From an optimization exercise on the open Yosys and OpenROAD flow, aimed at small area; shortcuts taken in it are not production practice. RTL that was checked went through simulation tests only; none was proved equivalent to the original. The clock port is modelled as an ideal driver, which makes a skipped or thinned clock tree look cheaper than it is; a real chip needs a root buffer or a tree. Power figures rest on the tool's default switching activity, not on a simulated workload.

## the previous run
## key_xd_seg
module key_xd_seg(
    input        clk,
    input        rst_n,
    output [7:0] seg_sel,
    output [6:0] segment,
    input  [2:0] key
);
wire [2:0] key_out;
key_xd key_xd(.clk(clk), .rst_n(rst_n), .key_in(key), .key_vld(key_out));
reg  [9:0]  q0;           
reg  [2:0]  q1;
wire [10:0] q0_inc = {1'b0, q0} + 11'd1;
wire        q0_c   = q0_inc[10];
wire [2:0]  q1_n   = q1 + {2'd0, q0_c};
always @(posedge clk or negedge rst_n) begin
    if (!rst_n) begin
        q0 <= 10'd23;
        q1 <= 3'd0;
    end else begin
        q0 <= q0_inc[9:0] | {5'd0, q0_c, q0_c, 3'd0};
        q1 <= q1_n;
    end
end
wire scan_on = |{q0[9:5], q0[3]};
reg       key_set1;
reg [2:0] key_set2;
reg       key_set3;
always @(posedge clk or negedge rst_n) begin
    if (!rst_n) begin
        key_set1 <= 1'b0;
        key_set2 <= 3'd0;
        key_set3 <= 1'b0;
    end else begin
        key_set1 <= key_set1 ^ key_out[0];
        key_set3 <= key_out[2];
        if (key_set1) begin
            if (key_set2 > 3'd5)
                key_set2 <= 3'd0;
            else if (key_out[1])
                key_set2 <= key_set2 + 3'd1;
        end
    end
end
wire set_inc = key_set1 & key_set3;
reg  [15:0] cnt_1s;
wire [16:0] s_inc = {1'b0, cnt_1s} + 17'd1;
wire        tick  = !key_set1 && s_inc[16];
always @(posedge clk or negedge rst_n) begin
    if (!rst_n)
        cnt_1s <= 16'd15536;
    else if (!key_set1)
        cnt_1s <= s_inc[15:0] | (s_inc[16] ? 16'd15536 : 16'd0);
end
reg  [14:0] cnt_b;
reg         flash;
wire [15:0] b_inc = {1'b0, cnt_b} + 16'd1;
always @(posedge clk or negedge rst_n) begin
    if (!rst_n) begin
        cnt_b <= 15'd12768;
        flash <= 1'b0;
    end else if (key_set1) begin
        cnt_b <= b_inc[14:0] | (b_inc[15] ? 15'd12768 : 15'd0);
        flash <= flash ^ b_inc[15];
    end
end
reg [3:0] sec1;
reg [2:0] sec2;
reg [3:0] min1;
reg [2:0] min2;
reg [1:0] hou1;
reg [1:0] hou2;
wire a_s1 = tick || (set_inc && key_set2 == 3'd0);
wire e_s1 = a_s1 && sec1 == 4'd9;
  ...
For scale: roughly 460 cells after synthesis.
export LEC_CHECK = 0
export CAP_MARGIN = 20
export CORE_MARGIN = 2
export CORE_UTILIZATION = 40
export SLEW_MARGIN = 20
create_clock -name core_clock -period 10.0 [get_ports {clk}]
run.sh (not shown) runs the stock make flow with config.mk's settings and CLKGATE_MAP_FILE= SYNTH_SCRIPT=/design/flow/synth_recipe.tcl, a recipe that flattens the netlist after the stock synthesis.
### the previous run -> the current run
==> flow/flow/run.sh (new file) <==
#!/bin/bash
# Own layout flow: the standard flow, with an area-oriented ABC mapping
# (no half-adder extraction), small port buffers and a lighter clock tree.
set -euo pipefail
W=$PWD
F=$W/flow
cat > $W/my_synth.tcl <<EOT
# Same synthesis as synth_recipe.tcl; only the ABC script differs and the
# half/full-adder extraction is skipped, so ABC maps all logic for area.
proc extract_fa {args} { puts "extract_fa skipped" }
proc abc {args} {
  set out {}
  set skip 0
  foreach a \$args {
    if {\$skip} { lappend out $F/area.abc; set skip 0; continue }
    if {\$a eq "-script"} { set skip 1 }
    lappend out \$a
  }
  yosys abc {*}\$out
}
source $W/synth_recipe.tcl
EOT
sed "s#SYNTH_SCRIPT=[^ ]*#SYNTH_SCRIPT=$W/my_synth.tcl#" $W/standard.sh > $W/my_standard.sh
grep -q "my_synth.tcl" $W/my_standard.sh
bash $W/my_standard.sh \
  BUFFER_PORTS_ARGS="-buffer_cell sky130_fd_sc_hd__buf_1" \
  CTS_ARGS="-sink_clustering_enable -repair_clock_nets -dont_use_dummy_load" \
  finish > $W/flow_make.log 2>&1
==> flow/flow/area.abc (new file) <==
strash
&get -n
&st
&dch -f
&nf -R 1000
&put
==> flow/standard.sh (new file) <==
#!/bin/bash
# synth_recipe.tcl (not shown) runs the flow's synth.tcl, then flattens the netlist and writes it again
# the make line also repeats each setting of config.mk as NAME=value (left out here)
make -C /OpenROAD-flow-scripts/flow DESIGN_CONFIG=/design/flow/config.mk WORK_HOME=/design/flow/orfs CLKGATE_MAP_FILE= SYNTH_SCRIPT=/design/flow/synth_recipe.tcl "${@:-finish}"
removed: flow/run.sh
Notes after the runs:
Share of total power in the clock network is lower on the current run
Going from the previous run to the current run, routed wire length went down; total stage count of the critical path went up; placer congestion estimate went down; number of global-route vias before repair went down.
In the metrics for the current run and the previous run, the one carrying the higher worst setup timing slack at the placement stage is the previous run.

* * *

Setup of run A:
Another version of the RTL of key_xd_seg (not shown whole).
Size: ~79 flip-flops, roughly 20 I/O pins.
==> flow/config.mk <==
export PLATFORM = sky130hd
export DESIGN_NAME = key_xd_seg
export DESIGN_NICKNAME = key_xd_seg
export VERILOG_FILES = /design/flow/design.v
export SDC_FILE = /design/flow/constraint.sdc
export NUM_CORES = 4
export LEC_CHECK = 0
export CAP_MARGIN = 20
export CORE_MARGIN = 2
export CORE_UTILIZATION = 70
export PLACE_DENSITY = 0.85
export SLEW_MARGIN = 20
==> flow/constraint.sdc <==
create_clock -name core_clock -period 10.0 [get_ports {clk}]
set_input_delay 2.0000 -clock core_clock [delete_from_list [all_inputs] [get_ports {clk}]]
set_output_delay 2.0000 -clock core_clock [all_outputs]
set_load 0.01 [all_outputs]
standard.sh (not shown) runs the stock make flow with config.mk's settings and CLKGATE_MAP_FILE= SYNTH_SCRIPT=/design/flow/synth_recipe.tcl, a recipe that flattens the netlist after the stock synthesis.
==> flow/flow/run.sh <==
#!/bin/bash
# Own layout flow: the standard flow (standard.sh), with
#  - synthesis: the standard flow's script, but ABC maps with an area-oriented script
#    (flow/area.abc) and the half/full-adder extraction is skipped;
#  - port buffers of the smallest buffer (buf_1);
#  - a one-level clock tree (flow/cts_manual.tcl) instead of TritonCTS.
# Every tool's output is in orfs/logs/ and flow_make.log in the work folder.
set -euo pipefail
W=$PWD
F=$W/flow
cat > $W/my_synth.tcl <<EOT
proc extract_fa {args} { puts "extract_fa skipped" }
proc abc {args} {
  set out {}
  set skip 0
  foreach a \$args {
    if {\$skip} { lappend out $F/area.abc; set skip 0; continue }
    if {\$a eq "-script"} { set skip 1 }
    lappend out \$a
  }
  yosys abc {*}\$out
}
source $W/synth_recipe.tcl
EOT
sed "s#SYNTH_SCRIPT=[^ ]*#SYNTH_SCRIPT=$W/my_synth.tcl#" $W/standard.sh > $W/my_standard.sh
grep -q "my_synth.tcl" $W/my_standard.sh
export CTS_LEAVES=${CTS_LEAVES:-4}
export CTS_LEAF_CELL=${CTS_LEAF_CELL:-sky130_fd_sc_hd__clkbuf_8}
bash $W/my_standard.sh \
  BUFFER_PORTS_ARGS="-buffer_cell sky130_fd_sc_hd__buf_1" \
  PRE_CTS_TCL=$F/cts_manual.tcl \
  finish > $W/flow_make.log 2>&1
==> flow/flow/area.abc <==
strash
&get -n
&deepsyn -J 200 -T 300
&put
strash
&get -n
&st
&dch -f
&nf -R 1000
&put
strash
&get -n
&st
&dch -f
&nf -R 1000
&put
==> flow/flow/cts_manual.tcl <==
# Sourced by ORFS's cts.tcl before its clock_tree_synthesis call (PRE_CTS_TCL).
# Replaces TritonCTS with a one-level tree: the flip-flops' clock pins are
# split into CTS_LEAVES groups by position (k-means), and each group gets
# one clock buffer at its centre, driven straight from the clock port.
proc clock_tree_synthesis {args} {
  set nleaf $::env(CTS_LEAVES)
  set cell $::env(CTS_LEAF_CELL)
  set block [ord::get_db_block]
  set net [$block findNet clk]
  set pins {}
  foreach it [$net getITerms] {
    set inst [$it getInst]
    set bb [$inst getBBox]
    set x [expr {([$bb xMin] + [$bb xMax]) / 2.0}]
    set y [expr {([$bb yMin] + [$bb yMax]) / 2.0}]
    lappend pins [list "[$inst getName]/[[$it getMTerm] getName]" $x $y]
  }
  set n [llength $pins]
  puts "manual CTS: $n sinks, $nleaf leaf buffers of $cell"
  # k-means, seeded by sorting on x+y
  set sorted [lsort -real -index 1 $pins]
  set cx {}; set cy {}
  for {set k 0} {$k < $nleaf} {incr k} {
    set p [lindex $sorted [expr {int(($k + 0.5) * $n / $nleaf)}]]
    lappend cx [lindex $p 1]; lappend cy [lindex $p 2]
  }
  set cap [expr {int(ceil(double($n) / $nleaf)) + 1}]
  for {set iter 0} {$iter < 50} {incr iter} {
    # balanced assignment: greedy by distance, each cluster capped
    set cand {}
    set i 0
    foreach p $pins {
      for {set k 0} {$k < $nleaf} {incr k} {
        set d [expr {abs([lindex $p 1] - [lindex $cx $k]) + abs([lindex $p 2] - [lindex $cy $k])}]
        lappend cand [list $d $i $k]
      }
      incr i
    }
    set cand [lsort -real -index 0 $cand]
    array unset asg; array unset cnt
    for {set k 0} {$k < $nleaf} {incr k} { set cnt($k) 0 }
    foreach c $cand {
      lassign $c d i k
      if {[info exists asg($i)] || $cnt($k) >= $cap} continue
      set asg($i) $k; incr cnt($k)
    }
    set ncx {}; set ncy {}
    for {set k 0} {$k < $nleaf} {incr k} {
      set sx 0; set sy 0; set m 0
      for {set i 0} {$i < $n} {incr i} {
        if {$asg($i) == $k} {
          set sx [expr {$sx + [lindex $pins $i 1]}]; set sy [expr {$sy + [lindex $pins $i 2]}]; incr m
        }
      }
      if {$m > 0} { lappend ncx [expr {$sx / $m}]; lappend ncy [expr {$sy / $m}] } else { lappend ncx [lindex $cx $k]; lappend ncy [lindex $cy $k] }
    }
    set cx $ncx; set cy $ncy
  }
  set dbu [$block getDbUnitsPerMicron]
  for {set k 0} {$k < $nleaf} {incr k} {
    set lp {}
    for {set i 0} {$i < $n} {incr i} {
      if {$asg($i) == $k} { lappend lp [get_pins [lindex $pins $i 0]] }
    }
    set x [expr {[lindex $cx $k] / $dbu}]; set y [expr {[lindex $cy $k] / $dbu}]
    puts "manual CTS: leaf $k: [llength $lp] sinks at ($x, $y)"
    insert_buffer -buffer_cell $cell -net clk -load_pins $lp -location [list $x $y] \
      -buffer_name clkbuf_leaf_$k -net_name clknet_leaf_$k
  }
  foreach k [lsort [array names cnt]] { }
  set_propagated_clock [all_clocks]
}
Input-level comparison between run B and run A:
diff --git a/flow/flow/run.sh b/flow/flow/run.sh
--- a/flow/flow/run.sh
+++ b/flow/flow/run.sh
@@ -26,5 +26,5 @@
 grep -q "my_synth.tcl" $W/my_standard.sh
 export CTS_LEAVES=${CTS_LEAVES:-4}
-export CTS_LEAF_CELL=${CTS_LEAF_CELL:-sky130_fd_sc_hd__clkbuf_8}
+export CTS_LEAF_CELL=${CTS_LEAF_CELL:-sky130_fd_sc_hd__buf_8}
 bash $W/my_standard.sh \
   BUFFER_PORTS_ARGS="-buffer_cell sky130_fd_sc_hd__buf_1" \
- Final critical path time including I/O delays and setup in run B is 0.012 ns above run A.
- In summary, run B completed successfully, with a layout that passed the timing, design-rule and antenna checks.
- From run A to run B the numbers moved as follows: global-route usage stayed essentially flat, total power rose by 0.0000088 W, sequential share of layout area stayed essentially flat, first-pass GRT wire length stayed essentially flat.
Input-level comparison between run C and run B:
diff --git a/flow/flow/run.sh b/flow/flow/run.sh
--- a/flow/flow/run.sh
+++ b/flow/flow/run.sh
@@ -26,5 +26,5 @@
 grep -q "my_synth.tcl" $W/my_standard.sh
 export CTS_LEAVES=${CTS_LEAVES:-4}
-export CTS_LEAF_CELL=${CTS_LEAF_CELL:-sky130_fd_sc_hd__buf_8}
+export CTS_LEAF_CELL=${CTS_LEAF_CELL:-sky130_fd_sc_hd__clkbuf_8}
 bash $W/my_standard.sh \
   BUFFER_PORTS_ARGS="-buffer_cell sky130_fd_sc_hd__buf_1" \
==> flow/flow/area.abc <==
strash
&get -n
&deepsyn -T 20
&put
strash
&get -n
&st
&dch -f
&nf -R 1000
&put
strash
&get -n
&st
&dch -f
&nf -R 1000
&put
--- outcome ---
The final layout from run C, which completed every stage, passed the timing, design-rule and antenna checks at the end of the flow. Run B: done, clean on timing, DRC and antenna. Via count for run C: 97 down relative to run B. Starting density of the core, run C and run B: higher on run C. | fraction of area in registers | run B vs run C | ≈ equal |. Taking run B as the reference point, the count of non-CTS inverters in the layout of run C falls by 3. Final HPWL from detailed placement: run C > run B. The clock period minus worst slack reported for run C is smaller than that of run B by 0.28 ns.
No run of this note takes its clock network from TritonCTS; it comes from the design's own scripts or RTL.

* * *

key_xd_seg, a different RTL version from the one above (not shown whole).
Size: about 350 cells after synthesis, about 92 flip-flops, roughly 20 I/O pins, roughly 0.0038 mm2 of cells after synthesis.
export LEC_CHECK = 0
export CAP_MARGIN = 20
export CORE_MARGIN = 2
export CORE_UTILIZATION = 40
export SLEW_MARGIN = 20
create_clock -name core_clock -period 10.0 [get_ports {clk}]
==> flow/flow/run.sh <==
#!/bin/bash
# Own layout flow: the standard flow, with an area-oriented ABC mapping
# (no half-adder extraction), small port buffers and a lighter clock tree.
set -euo pipefail
W=$PWD
F=$W/flow
cat > $W/my_synth.tcl <<EOT
# Same synthesis as synth_recipe.tcl; only the ABC script differs and the
# half/full-adder extraction is skipped, so ABC maps all logic for area.
proc extract_fa {args} { puts "extract_fa skipped" }
proc abc {args} {
  set out {}
  set skip 0
  foreach a \$args {
    if {\$skip} { lappend out $F/area.abc; set skip 0; continue }
    if {\$a eq "-script"} { set skip 1 }
    lappend out \$a
  }
  yosys abc {*}\$out
}
source $W/synth_recipe.tcl
EOT
sed "s#SYNTH_SCRIPT=[^ ]*#SYNTH_SCRIPT=$W/my_synth.tcl#" $W/standard.sh > $W/my_standard.sh
grep -q "my_synth.tcl" $W/my_standard.sh
bash $W/my_standard.sh \
  BUFFER_PORTS_ARGS="-buffer_cell sky130_fd_sc_hd__buf_1" \
  CTS_ARGS="-sink_clustering_enable -repair_clock_nets -dont_use_dummy_load -buf_list sky130_fd_sc_hd__clkbuf_16 -sink_clustering_size 50 -sink_clustering_max_diameter 300" \
  finish > $W/flow_make.log 2>&1
==> flow/flow/area.abc <==
strash
&get -n
&st
&dch -f
&nf -R 1000
&put
The first run ran to the end with no violations.
Edit:
--- a/flow/flow/run.sh
+++ b/flow/flow/run.sh
@@ -25,4 +25,4 @@
 bash $W/my_standard.sh \
   BUFFER_PORTS_ARGS="-buffer_cell sky130_fd_sc_hd__buf_1" \
-  CTS_ARGS="-sink_clustering_enable -repair_clock_nets -dont_use_dummy_load -buf_list sky130_fd_sc_hd__clkbuf_16 -sink_clustering_size 50 -sink_clustering_max_diameter 300" \
+  CTS_ARGS="-sink_clustering_enable -repair_clock_nets -dont_use_dummy_load -buf_list sky130_fd_sc_hd__clkbuf_8 -sink_clustering_size 30 -sink_clustering_max_diameter 200" \
   finish > $W/flow_make.log 2>&1
The changed run finished with timing, DRC and antenna clean; first-iteration DRC count decreases by 32%; combinational power hardly moves; global-route usage shrinks by 0.10 points; wire length decreases by 0.99%; total power is lower by 9.9%; die area does not change; non-clock buffer count went down by 1; sequential power hardly moves.
No run of this note included a check of the RTL's function; only the layout flow was run.

* * *

Setup of trial 40:
Another version of the RTL of key_xd_seg (not shown whole).
Size in the first run: about 320 cells after synthesis, roughly 82 flip-flops, ~20 I/O pins, ~3500 um2 of cells after synthesis.
==> flow/config.mk <==
export PLATFORM = sky130hd
export DESIGN_NAME = key_xd_seg
export DESIGN_NICKNAME = key_xd_seg
export VERILOG_FILES = /design/flow/design.v
export SDC_FILE = /design/flow/constraint.sdc
export NUM_CORES = 4
export LEC_CHECK = 0
export CAP_MARGIN = 20
export CORE_MARGIN = 2
export CORE_UTILIZATION = 40
export SLEW_MARGIN = 20
==> flow/constraint.sdc <==
create_clock -name core_clock -period 10.0 [get_ports {clk}]
set_input_delay 2.0000 -clock core_clock [delete_from_list [all_inputs] [get_ports {clk}]]
set_output_delay 2.0000 -clock core_clock [all_outputs]
set_load 0.01 [all_outputs]
==> flow/flow/run.sh <==
#!/bin/bash
# Own layout flow: the standard flow (standard.sh), with
#  - synthesis: the standard flow's script, but ABC maps with an area-oriented script
#    (flow/area.abc) and the half/full-adder extraction is skipped;
#  - port buffers of the smallest buffer (buf_1);
#  - a one-level clock tree (flow/cts_manual.tcl) instead of TritonCTS.
# Every tool's output is in orfs/logs/ and flow_make.log in the work folder.
set -euo pipefail
W=$PWD
F=$W/flow
cat > $W/my_synth.tcl <<EOT
proc extract_fa {args} { puts "extract_fa skipped" }
proc abc {args} {
  set out {}
  set skip 0
  foreach a \$args {
    if {\$skip} { lappend out $F/area.abc; set skip 0; continue }
    if {\$a eq "-script"} { set skip 1 }
    lappend out \$a
  }
  yosys abc {*}\$out
}
source $W/synth_recipe.tcl
EOT
sed "s#SYNTH_SCRIPT=[^ ]*#SYNTH_SCRIPT=$W/my_synth.tcl#" $W/standard.sh > $W/my_standard.sh
grep -q "my_synth.tcl" $W/my_standard.sh
export CTS_LEAVES=${CTS_LEAVES:-4}
export CTS_LEAF_CELL=${CTS_LEAF_CELL:-sky130_fd_sc_hd__clkbuf_8}
bash $W/my_standard.sh \
  BUFFER_PORTS_ARGS="-buffer_cell sky130_fd_sc_hd__buf_1" \
  PRE_CTS_TCL=$F/cts_manual.tcl \
  finish > $W/flow_make.log 2>&1
Scripts as last shown in full above: flow/flow/area.abc, flow/flow/cts_manual.tcl
Input-level comparison between trial 37 and trial 40:
-- flow/flow/run.sh --
<<< trial 40, line 28
export CTS_LEAF_CELL=${CTS_LEAF_CELL:-sky130_fd_sc_hd__clkbuf_8}
>>> trial 37, line 28
export CTS_LEAF_CELL=${CTS_LEAF_CELL:-sky130_fd_sc_hd__clkbuf_16}
Findings:
Trial 37 against trial 40: wire length of the first global-routing pass held; leakage dissipation went up 1.2%; overall global routing resource usage held.
| final instance area | trial 37 vs trial 40 | worse |
| total wire length after detailed routing | trial 37 vs trial 40 | worse |
No run of this note takes its clock network from TritonCTS; it comes from the design's own scripts or RTL.

==> afterwards: timing with drivers on the ports <==
The flow's constraints put no driver on any port. The routed layouts listed below were extracted and timed again, unchanged, in two steps. Step 1 assumes that a clkbuf_16 drives the clock port and a buf_2 every other input. Step 2 adds t to the input delays and takes it off the output delays; t is the mean of the earliest and latest rising clock arrival at the registers after step 1. Input paths then give back, and output paths get back, about the clock's delay inside the block. Slacks: no drivers / after step 1 / after step 2; pairs: no drivers / after step 1.
| run | shift t [ns] | setup WS [ns] | worst hold slack (ns) | worst register clock-pin slew, ns | cell pins on the clock port's net |
|---|---|---|---|---|---|
| the previous run | 0.374 | 5.948 / 5.913 / 6.287 | 0.340 / 0.340 / 0.340 | 0.07 / 0.07 | 1 |
| the current run | 0.368 | 5.697 / 5.697 / 5.697 | 0.356 / 0.356 / 0.356 | 0.09 / 0.09 | 1 |
| run A | 0.221 | 5.773 / 5.773 / 5.773 | 0.363 / 0.363 / 0.363 | 0.12 / 0.12 | 4 |
| run B | 0.196 | 5.760 / 5.760 / 5.760 | 0.363 / 0.363 / 0.363 | 0.10 / 0.10 | 4 |
| run C | 0.221 | 6.044 / 6.044 / 6.044 | 0.363 / 0.363 / 0.363 | 0.12 / 0.12 | 4 |
| the first run of note 3 | 0.363 | 5.573 / 5.573 / 5.573 | 0.346 / 0.346 / 0.346 | 0.07 / 0.07 | 1 |
| the second run of note 3 | 0.378 | 5.607 / 5.607 / 5.607 | 0.349 / 0.349 / 0.349 | 0.09 / 0.09 | 1 |
| trial 40 | 0.225 | 5.597 / 5.597 / 5.597 | 0.363 / 0.363 / 0.363 | 0.12 / 0.12 | 4 |
| trial 37 | 0.220 | 5.608 / 5.608 / 5.608 | 0.358 / 0.358 / 0.358 | 0.09 / 0.09 | 4 |
After both steps every run listed still meets setup and hold.
